From an optimization exercise on the open Yosys and OpenROAD flow, aimed at small area, a short achievable clock period and few clock cycles per item; shortcuts taken in it are not production practice. Power is estimated from default activity; no workload was simulated.

oak:
Design SPM, start of the top module:
module SPM (
    input wire clk,
    input wire rst,
    input wire start,
    input wire signed [7:0] a,
    input wire signed [7:0] b,
    output wire signed [15:0] prod,
    output reg done,
    output wire sign_flag
);
    reg [4:0] rl;
    reg [10:0] r0;
    reg [10:0] r1;
    reg rs;
    wire pp1 = ~(a[0] & b[0]);
    wire pp2 = ~(a[0] & b[1]);
    wire pp3 = ~(a[0] & b[2]);
    wire pp4 = ~(a[0] & b[3]);
    wire pp5 = ~(a[0] & b[4]);
    wire pp6 = ~(a[0] & b[5]);
    wire pp7 = ~(a[0] & b[6]);
    wire pp8 = a[0] & b[7];
    wire pp9 = ~(a[1] & b[0]);
    wire pp10 = ~(a[1] & b[1]);
    wire pp11 = ~(a[1] & b[2]);
    wire pp12 = ~(a[1] & b[3]);
    wire pp13 = ~(a[1] & b[4]);
    wire pp14 = ~(a[1] & b[5]);
    wire pp15 = ~(a[1] & b[6]);
    wire pp16 = a[1] & b[7];
    wire pp17 = ~(a[2] & b[0]);
    wire pp18 = ~(a[2] & b[1]);
    wire pp19 = ~(a[2] & b[2]);
    wire pp20 = ~(a[2] & b[3]);
    wire pp21 = ~(a[2] & b[4]);
    wire pp22 = ~(a[2] & b[5]);
    wire pp23 = ~(a[2] & b[6]);
    wire pp24 = a[2] & b[7];
    wire pp25 = ~(a[3] & b[0]);
    wire pp26 = ~(a[3] & b[1]);
    wire pp27 = ~(a[3] & b[2]);
    wire pp28 = ~(a[3] & b[3]);
    wire pp29 = ~(a[3] & b[4]);
    wire pp30 = ~(a[3] & b[5]);
    wire pp31 = ~(a[3] & b[6]);
    wire pp32 = a[3] & b[7];
    wire pp33 = ~(a[4] & b[0]);
    wire pp34 = ~(a[4] & b[1]);
    wire pp35 = ~(a[4] & b[2]);
    wire pp36 = ~(a[4] & b[3]);
    wire pp37 = ~(a[4] & b[4]);
    wire pp38 = ~(a[4] & b[5]);
    wire pp39 = ~(a[4] & b[6]);
    wire pp40 = a[4] & b[7];
    wire pp41 = ~(a[5] & b[0]);
    wire pp42 = ~(a[5] & b[1]);
    wire pp43 = ~(a[5] & b[2]);
    wire pp44 = ~(a[5] & b[3]);
    wire pp45 = ~(a[5] & b[4]);
    wire pp46 = ~(a[5] & b[5]);
    wire pp47 = ~(a[5] & b[6]);
  ...
For scale: ~270 cells after synthesis, about 37 I/O pins, ~0.0028 mm2 of cells after synthesis.
export LEC_CHECK = 0
export CAP_MARGIN = 20
export CORE_MARGIN = 2
export CORE_UTILIZATION = 40
export SETUP_SLACK_MARGIN = 1.6
export SLEW_MARGIN = 20
export SYNTH_HIERARCHICAL = 1
export SYNTH_MINIMUM_KEEP_SIZE = 0
create_clock -name core_clock -period 5.0 [get_ports {clk}]
standard.sh (not shown) runs the stock make flow with config.mk's settings and CLKGATE_MAP_FILE= SYNTH_SCRIPT=/design/flow/synth_recipe.tcl, a recipe that flattens the netlist after the stock synthesis.
==> flow/flow/run.sh <==
#!/bin/bash
# The standard layout (standard.sh), with the port buffers made of
# sky130_fd_sc_hd__buf_1 cells instead of the delay-cell buffers that
# buffer_ports picks by default. make's full output goes to standard.log.
set -euo pipefail
export BUFFER_PORTS_ARGS="-buffer_cell sky130_fd_sc_hd__buf_1"
bash standard.sh > standard.log 2>&1
[inputs] pine vs oak
-- flow/design.v --
<<< oak, line 10
    output wire sign_flag
);
    reg [4:0] rl;
    reg [10:0] r0;
    reg [10:0] r1;
    reg rs;
    wire pp1 = ~(a[0] & b[0]);
>>> pine, line 10
    output wire sign_flag
);
    reg [3:0] rl;
    reg [11:0] r0;
    reg [11:0] r1;
    reg rs;
    wire pp1 = ~(a[0] & b[0]);
<<< oak, line 168
    wire s153, c154;
    spm_han u_s153 (.a(c152), .b(s69), .s(s153), .co(c154));
    wire s155, c156;
    spm_han u_s155 (.a(c154), .b(s75), .s(s155), .co(c156));
    always @(posedge clk or posedge rst) begin
        if (rst) begin
            done <= 1'b0;
            rl <= 5'b11111;
            r0 <= 11'b11111111111;
            r1 <= 11'b11111111111;
            rs   <= 1'b0;
        end else begin
            done <= start;
            if (start) begin
                rl <= {s155, s153, s151, s149, pp1};
                r0 <= {1'b0, pp64, s147, s145, s141, c128, c118, c106, c94, s93, s83};
                r1 <= {1'b1, c148, c146, c142, c136, s135, s127, s117, s105, c84, c156};
                rs <= a[7] ^ b[7];
            end
        end
    end
    wire [4:0] rlt = rl ^ 5'b11111;
    wire [10:0] hic = r0 + r1 + 1'b1;
    wire [10:0] hi = ~hic;
    assign prod = {hi, rlt};
    assign sign_flag = rs;
>>> pine, line 168
    wire s153, c154;
    spm_han u_s153 (.a(c152), .b(s69), .s(s153), .co(c154));
    always @(posedge clk or posedge rst) begin
        if (rst) begin
            done <= 1'b0;
            rl <= 4'd0;
            r0 <= 12'd0;
            r1 <= 12'd0;
            rs   <= 1'b0;
        end else begin
            done <= start;
            if (start) begin
                rl <= {~s153, ~s151, ~s149, ~pp1};
                r0 <= {1'b1, ~pp64, ~s147, ~s145, ~s141, ~c128, ~c118, ~c106, ~c94, ~s93, ~s83, ~s75};
                r1 <= {1'b0, ~c148, ~c146, ~c142, ~c136, ~s135, ~s127, ~s117, ~s105, ~c84, 1'b0, ~c154};
                rs <= a[7] ^ b[7];
            end
        end
    end
    wire [3:0] rlt = rl;
    wire [11:0] r0t = r0;
    wire [11:0] r1t = r1;
    wire [11:0] hi = r0t + r1t;
    assign prod = {hi, rlt};
    assign sign_flag = rs;
## What came out
- [compare] base=oak new=pine: wire length of the first global-routing pass fell 750 um; number of cells on the critical path stayed essentially flat; via count increased 2.9%; net switching power now smaller; fraction of layout instances using a drive strength above 1 dropped 16 points.
- [pine vs oak] fraction of the cycle the final worst path needs: lower in pine
- In pine, the actual transition at the worst max-transition pin came out 0.51 ns above the value in oak.
- pine vs oak: depth of the worst register-to-register path down
- Final wirelength of pine exceeds that of oak slightly.
- As far as number of antenna repair diodes goes, oak and pine are indistinguishable; the numbers are identical.
- Overall fraction of global-route tracks in use: pine vs oak down 1.2 points
- Sort oak and pine by proportion of cell area occupied by registers desc -> top: oak
Function was not checked in any run of this note: the RTL went through the layout flow alone.

The RTL this note starts from:
==> flow/design.v <==
`timescale 1ns/1ps
module SPM (
    input wire clk,
    input wire rst,
    input wire start,
    input wire signed [7:0] a,
    input wire signed [7:0] b,
    output wire signed [15:0] prod,
    output reg done,
    output wire sign_flag
);
    reg [15:0] r0, r1;
    reg rs, rc;
    always @(posedge clk or posedge rst) begin
        if (rst) begin
            done <= 1'b0;
            r0   <= 16'd0;
            r1   <= 16'd0;
            rs   <= 1'b0;
            rc   <= 1'b0;
        end else begin
            done <= start;
            if (start) begin
                r0 <= nrow0;
                r1 <= nrow1;
                rc <= ncy;
                rs <= a[7] ^ b[7];
            end
        end
    end
    wire [7:0] ma = a;
    wire [7:0] mb = b;
    wire [11:0] hi = r0[15:4] + r1[15:4] + rc;
    assign prod = {hi, r0[3:0]};
    assign sign_flag = rs;
    wire pp1 = ma[0] & mb[0];
    wire pp2 = ma[0] & mb[1];
    wire pp3 = ma[0] & mb[2];
    wire pp4 = ma[0] & mb[3];
    wire pp5 = ma[0] & mb[4];
    wire pp6 = ma[0] & mb[5];
    wire pp7 = ma[0] & mb[6];
    wire pp8 = ~(ma[0] & mb[7]);
    wire pp9 = ma[1] & mb[0];
    wire pp10 = ma[1] & mb[1];
    wire pp11 = ma[1] & mb[2];
    wire pp12 = ma[1] & mb[3];
    wire pp13 = ma[1] & mb[4];
    wire pp14 = ma[1] & mb[5];
    wire pp15 = ma[1] & mb[6];
    wire pp16 = ~(ma[1] & mb[7]);
    wire pp17 = ma[2] & mb[0];
    wire pp18 = ma[2] & mb[1];
    wire pp19 = ma[2] & mb[2];
    wire pp20 = ma[2] & mb[3];
    wire pp21 = ma[2] & mb[4];
    wire pp22 = ma[2] & mb[5];
    wire pp23 = ma[2] & mb[6];
    wire pp24 = ~(ma[2] & mb[7]);
    wire pp25 = ma[3] & mb[0];
    wire pp26 = ma[3] & mb[1];
    wire pp27 = ma[3] & mb[2];
    wire pp28 = ma[3] & mb[3];
    wire pp29 = ma[3] & mb[4];
    wire pp30 = ma[3] & mb[5];
    wire pp31 = ma[3] & mb[6];
    wire pp32 = ~(ma[3] & mb[7]);
    wire pp33 = ma[4] & mb[0];
    wire pp34 = ma[4] & mb[1];
    wire pp35 = ma[4] & mb[2];
    wire pp36 = ma[4] & mb[3];
    wire pp37 = ma[4] & mb[4];
    wire pp38 = ma[4] & mb[5];
    wire pp39 = ma[4] & mb[6];
    wire pp40 = ~(ma[4] & mb[7]);
    wire pp41 = ma[5] & mb[0];
    wire pp42 = ma[5] & mb[1];
    wire pp43 = ma[5] & mb[2];
    wire pp44 = ma[5] & mb[3];
    wire pp45 = ma[5] & mb[4];
    wire pp46 = ma[5] & mb[5];
    wire pp47 = ma[5] & mb[6];
    wire pp48 = ~(ma[5] & mb[7]);
    wire pp49 = ma[6] & mb[0];
    wire pp50 = ma[6] & mb[1];
    wire pp51 = ma[6] & mb[2];
    wire pp52 = ma[6] & mb[3];
    wire pp53 = ma[6] & mb[4];
    wire pp54 = ma[6] & mb[5];
    wire pp55 = ma[6] & mb[6];
    wire pp56 = ~(ma[6] & mb[7]);
    wire pp57 = ~(ma[7] & mb[0]);
    wire pp58 = ~(ma[7] & mb[1]);
    wire pp59 = ~(ma[7] & mb[2]);
    wire pp60 = ~(ma[7] & mb[3]);
    wire pp61 = ~(ma[7] & mb[4]);
    wire pp62 = ~(ma[7] & mb[5]);
    wire pp63 = ~(ma[7] & mb[6]);
    wire pp64 = ma[7] & mb[7];
    wire s65 = pp7 ^ pp14;
    wire c66 = pp7 & pp14;
    wire s67 = pp8 ^ pp15 ^ pp22;
    wire c68 = (pp8 & pp15) | (pp8 & pp22) | (pp15 & pp22);
    wire s69 = pp29 ^ pp36;
    wire c70 = pp29 & pp36;
    wire s71 = pp16 ^ pp23 ^ pp30;
    wire c72 = (pp16 & pp23) | (pp16 & pp30) | (pp23 & pp30);
    wire s73 = pp37 ^ pp44 ^ pp51;
    wire c74 = (pp37 & pp44) | (pp37 & pp51) | (pp44 & pp51);
    wire s75 = pp24 ^ pp31 ^ pp38;
    wire c76 = (pp24 & pp31) | (pp24 & pp38) | (pp31 & pp38);
    wire s77 = pp5 ^ pp12;
    wire c78 = pp5 & pp12;
    wire s79 = pp6 ^ pp13 ^ pp20;
    wire c80 = (pp6 & pp13) | (pp6 & pp20) | (pp13 & pp20);
    wire s81 = pp27 ^ pp34;
    wire c82 = pp27 & pp34;
    wire s83 = pp21 ^ pp28 ^ pp35;
    wire c84 = (pp21 & pp28) | (pp21 & pp35) | (pp28 & pp35);
    wire s85 = pp42 ^ pp49 ^ s65;
    wire c86 = (pp42 & pp49) | (pp42 & s65) | (pp49 & s65);
    wire s87 = pp43 ^ pp50 ^ pp57;
    wire c88 = (pp43 & pp50) | (pp43 & pp57) | (pp50 & pp57);
    wire s89 = s67 ^ s69 ^ c66;
    wire c90 = (s67 & s69) | (s67 & c66) | (s69 & c66);
    wire s91 = pp58 ^ 1'b1 ^ s71;
    wire c92 = (pp58 & 1'b1) | (pp58 & s71) | (1'b1 & s71);
    wire s93 = s73 ^ c68 ^ c70;
    wire c94 = (s73 & c68) | (s73 & c70) | (c68 & c70);
    wire s95 = pp45 ^ pp52 ^ pp59;
    wire c96 = (pp45 & pp52) | (pp45 & pp59) | (pp52 & pp59);
    wire s97 = s75 ^ c72 ^ c74;
    wire c98 = (s75 & c72) | (s75 & c74) | (c72 & c74);
    wire s99 = pp32 ^ pp39 ^ pp46;
    wire c100 = (pp32 & pp39) | (pp32 & pp46) | (pp39 & pp46);
    wire s101 = pp53 ^ pp60 ^ c76;
    wire c102 = (pp53 & pp60) | (pp53 & c76) | (pp60 & c76);
    wire s103 = pp40 ^ pp47 ^ pp54;
    wire c104 = (pp40 & pp47) | (pp40 & pp54) | (pp47 & pp54);
    wire s105 = pp4 ^ pp11;
    wire c106 = pp4 & pp11;
    wire s107 = pp19 ^ pp26 ^ pp33;
    wire c108 = (pp19 & pp26) | (pp19 & pp33) | (pp26 & pp33);
    wire s109 = pp41 ^ s79 ^ s81;
    wire c110 = (pp41 & s79) | (pp41 & s81) | (s79 & s81);
    wire s111 = s83 ^ s85 ^ c80;
    wire c112 = (s83 & s85) | (s83 & c80) | (s85 & c80);
    wire s113 = s87 ^ s89 ^ c84;
    wire c114 = (s87 & s89) | (s87 & c84) | (s89 & c84);
    wire s115 = s91 ^ s93 ^ c88;
    wire c116 = (s91 & s93) | (s91 & c88) | (s93 & c88);
    wire s117 = s95 ^ s97 ^ c92;
    wire c118 = (s95 & s97) | (s95 & c92) | (s97 & c92);
    wire s119 = s99 ^ s101 ^ c96;
    wire c120 = (s99 & s101) | (s99 & c96) | (s101 & c96);
    wire s121 = pp61 ^ s103 ^ c100;
    wire c122 = (pp61 & s103) | (pp61 & c100) | (s103 & c100);
    wire s123 = pp48 ^ pp55 ^ pp62;
    wire c124 = (pp48 & pp55) | (pp48 & pp62) | (pp55 & pp62);
    wire s125 = pp3 ^ pp10;
    wire c126 = pp3 & pp10;
    wire s127 = pp18 ^ pp25 ^ s105;
    wire c128 = (pp18 & pp25) | (pp18 & s105) | (pp25 & s105);
    wire s129 = s77 ^ s107 ^ c106;
    wire c130 = (s77 & s107) | (s77 & c106) | (s107 & c106);
    wire s131 = c78 ^ s109 ^ c108;
    wire c132 = (c78 & s109) | (c78 & c108) | (s109 & c108);
    wire s133 = c82 ^ s111 ^ c110;
    wire c134 = (c82 & s111) | (c82 & c110) | (s111 & c110);
    wire s135 = c86 ^ s113 ^ c112;
    wire c136 = (c86 & s113) | (c86 & c112) | (s113 & c112);
    wire s137 = c90 ^ s115 ^ c114;
    wire c138 = (c90 & s115) | (c90 & c114) | (s115 & c114);
    wire s139 = c94 ^ s117 ^ c116;
    wire c140 = (c94 & s117) | (c94 & c116) | (s117 & c116);
    wire s141 = c98 ^ s119 ^ c118;
    wire c142 = (c98 & s119) | (c98 & c118) | (s119 & c118);
    wire s143 = c102 ^ s121 ^ c120;
    wire c144 = (c102 & s121) | (c102 & c120) | (s121 & c120);
    wire s145 = c104 ^ s123 ^ c122;
    wire c146 = (c104 & s123) | (c104 & c122) | (s123 & c122);
    wire s147 = pp56 ^ pp63 ^ c124;
    wire c148 = (pp56 & pp63) | (pp56 & c124) | (pp63 & c124);
    wire [15:0] row0 = {1'b0, pp64, s147, s145, s143, s141, s139, s137, s135, s133, s131, s129, s127, pp17, pp2, pp1};
    wire [15:0] row1 = {1'b0, c148, c146, c144, c142, c140, c138, c136, c134, c132, c130, c128, c126, s125, pp9, 1'b0};
    wire s149 = row0[0] ^ row1[0];
    wire c150 = row0[0] & row1[0];
    wire s151 = row0[1] ^ row1[1] ^ c150;
    wire c152 = (row0[1] & row1[1]) | (row0[1] & c150) | (row1[1] & c150);
    wire s153 = row0[2] ^ row1[2] ^ c152;
    wire c154 = (row0[2] & row1[2]) | (row0[2] & c152) | (row1[2] & c152);
    wire s155 = row0[3] ^ row1[3] ^ c154;
    wire c156 = (row0[3] & row1[3]) | (row0[3] & c154) | (row1[3] & c154);
    wire [15:0] nrow0 = {row0[15:4] ^ 12'b100000000000, s155, s153, s151, s149};
    wire [15:0] nrow1 = row1;
    wire ncy = c156;
endmodule
make LEC_CHECK=0 CAP_MARGIN=20 CORE_MARGIN=2 CORE_UTILIZATION=40 SLEW_MARGIN=20 finish   # period 5.0 ns
run.sh (not shown) runs the stock make flow with config.mk's settings and CLKGATE_MAP_FILE= SYNTH_SCRIPT=/design/flow/synth_recipe.tcl, a recipe that flattens the netlist after the stock synthesis.
Stock flow here: none of the scripts above is used.
Then changed:
--- a/flow/design.v
+++ b/flow/design.v
@@ -6,35 +6,30 @@
     input wire signed [7:0] a,
     input wire signed [7:0] b,
     output wire signed [15:0] prod,
     output reg done,
     output wire sign_flag
 );
-    reg [15:0] r0, r1;
-    reg rs, rc;
+    reg [15:0] rp;
+    reg rs;
     always @(posedge clk or posedge rst) begin
         if (rst) begin
             done <= 1'b0;
-            r0   <= 16'd0;
-            r1   <= 16'd0;
+            rp   <= 16'd0;
             rs   <= 1'b0;
-            rc   <= 1'b0;
         end else begin
             done <= start;
             if (start) begin
-                r0 <= nrow0;
-                r1 <= nrow1;
-                rc <= ncy;
+                rp <= mprod;
                 rs <= a[7] ^ b[7];
             end
         end
     end
     wire [7:0] ma = a;
     wire [7:0] mb = b;
-    wire [11:0] hi = r0[15:4] + r1[15:4] + rc;
-    assign prod = {hi, r0[3:0]};
+    assign prod = rp;
     assign sign_flag = rs;
     wire pp1 = ma[0] & mb[0];
     wire pp2 = ma[0] & mb[1];
     wire pp3 = ma[0] & mb[2];
     wire pp4 = ma[0] & mb[3];
     wire pp5 = ma[0] & mb[4];
@@ -180,18 +175,9 @@
     wire s145 = c104 ^ s123 ^ c122;
     wire c146 = (c104 & s123) | (c104 & c122) | (s123 & c122);
     wire s147 = pp56 ^ pp63 ^ c124;
     wire c148 = (pp56 & pp63) | (pp56 & c124) | (pp63 & c124);
     wire [15:0] row0 = {1'b0, pp64, s147, s145, s143, s141, s139, s137, s135, s133, s131, s129, s127, pp17, pp2, pp1};
     wire [15:0] row1 = {1'b0, c148, c146, c144, c142, c140, c138, c136, c134, c132, c130, c128, c126, s125, pp9, 1'b0};
-    wire s149 = row0[0] ^ row1[0];
-    wire c150 = row0[0] & row1[0];
-    wire s151 = row0[1] ^ row1[1] ^ c150;
-    wire c152 = (row0[1] & row1[1]) | (row0[1] & c150) | (row1[1] & c150);
-    wire s153 = row0[2] ^ row1[2] ^ c152;
-    wire c154 = (row0[2] & row1[2]) | (row0[2] & c152) | (row1[2] & c152);
-    wire s155 = row0[3] ^ row1[3] ^ c154;
-    wire c156 = (row0[3] & row1[3]) | (row0[3] & c154) | (row1[3] & c154);
-    wire [15:0] nrow0 = {row0[15:4] ^ 12'b100000000000, s155, s153, s151, s149};
-    wire [15:0] nrow1 = row1;
-    wire ncy = c156;
+    wire [15:0] sum = row0 + row1;
+    wire [15:0] mprod = sum ^ 16'h8000;
 endmodule
=> The changed run passed the timing, design-rule and antenna checks; first-iteration DRC count is higher by 36%; global-route usage is higher by 1.8 points; synthesized cell count is higher by 8.4%; routed wire length is higher by 8.0%; count of clock-buffer cells in the layout is lower by 3.
No run of this note included a check of the RTL's function; only the layout flow was run.

static timing again, ports no longer ideal:
The results above use ideal ports. As a check the final layouts listed here were re-extracted and re-timed, cells and wires unchanged.
Step 1 sets driving cells, clkbuf_16 on the clock port and buf_2 on the other inputs (assumed; they add their load-dependent delay and slew).
Step 2 also shifts input and output timing later by t, the mid clock arrival at the registers, as if the neighbouring blocks saw the same clock.
a / b / c = no drivers / after step 1 / after step 2; a / b = the first two.
run	t, ns	setup slack, ns	hold WS [ns]	cell pins on the clock port's net
oak	0.292	1.679 / 1.682 / 1.390	0.489 / 0.489 / 0.489	1
pine	0.292	1.687 / 1.671 / 1.398	0.528 / 0.528 / 0.528	1
the first run of note 2	0.307	1.055 / 1.059 / 0.752	0.505 / 0.505 / 0.505	1
the second run of note 2	0.272	0.132 / 0.134 / -0.138	0.481 / 0.481 / 0.481	1
With both steps, setup timing fails in the second run of note 2, where it was met with ideal ports. The setup slack of the first run of note 2, which loses most, moves by +0.004 ns with the drivers and by -0.303 ns with both steps.
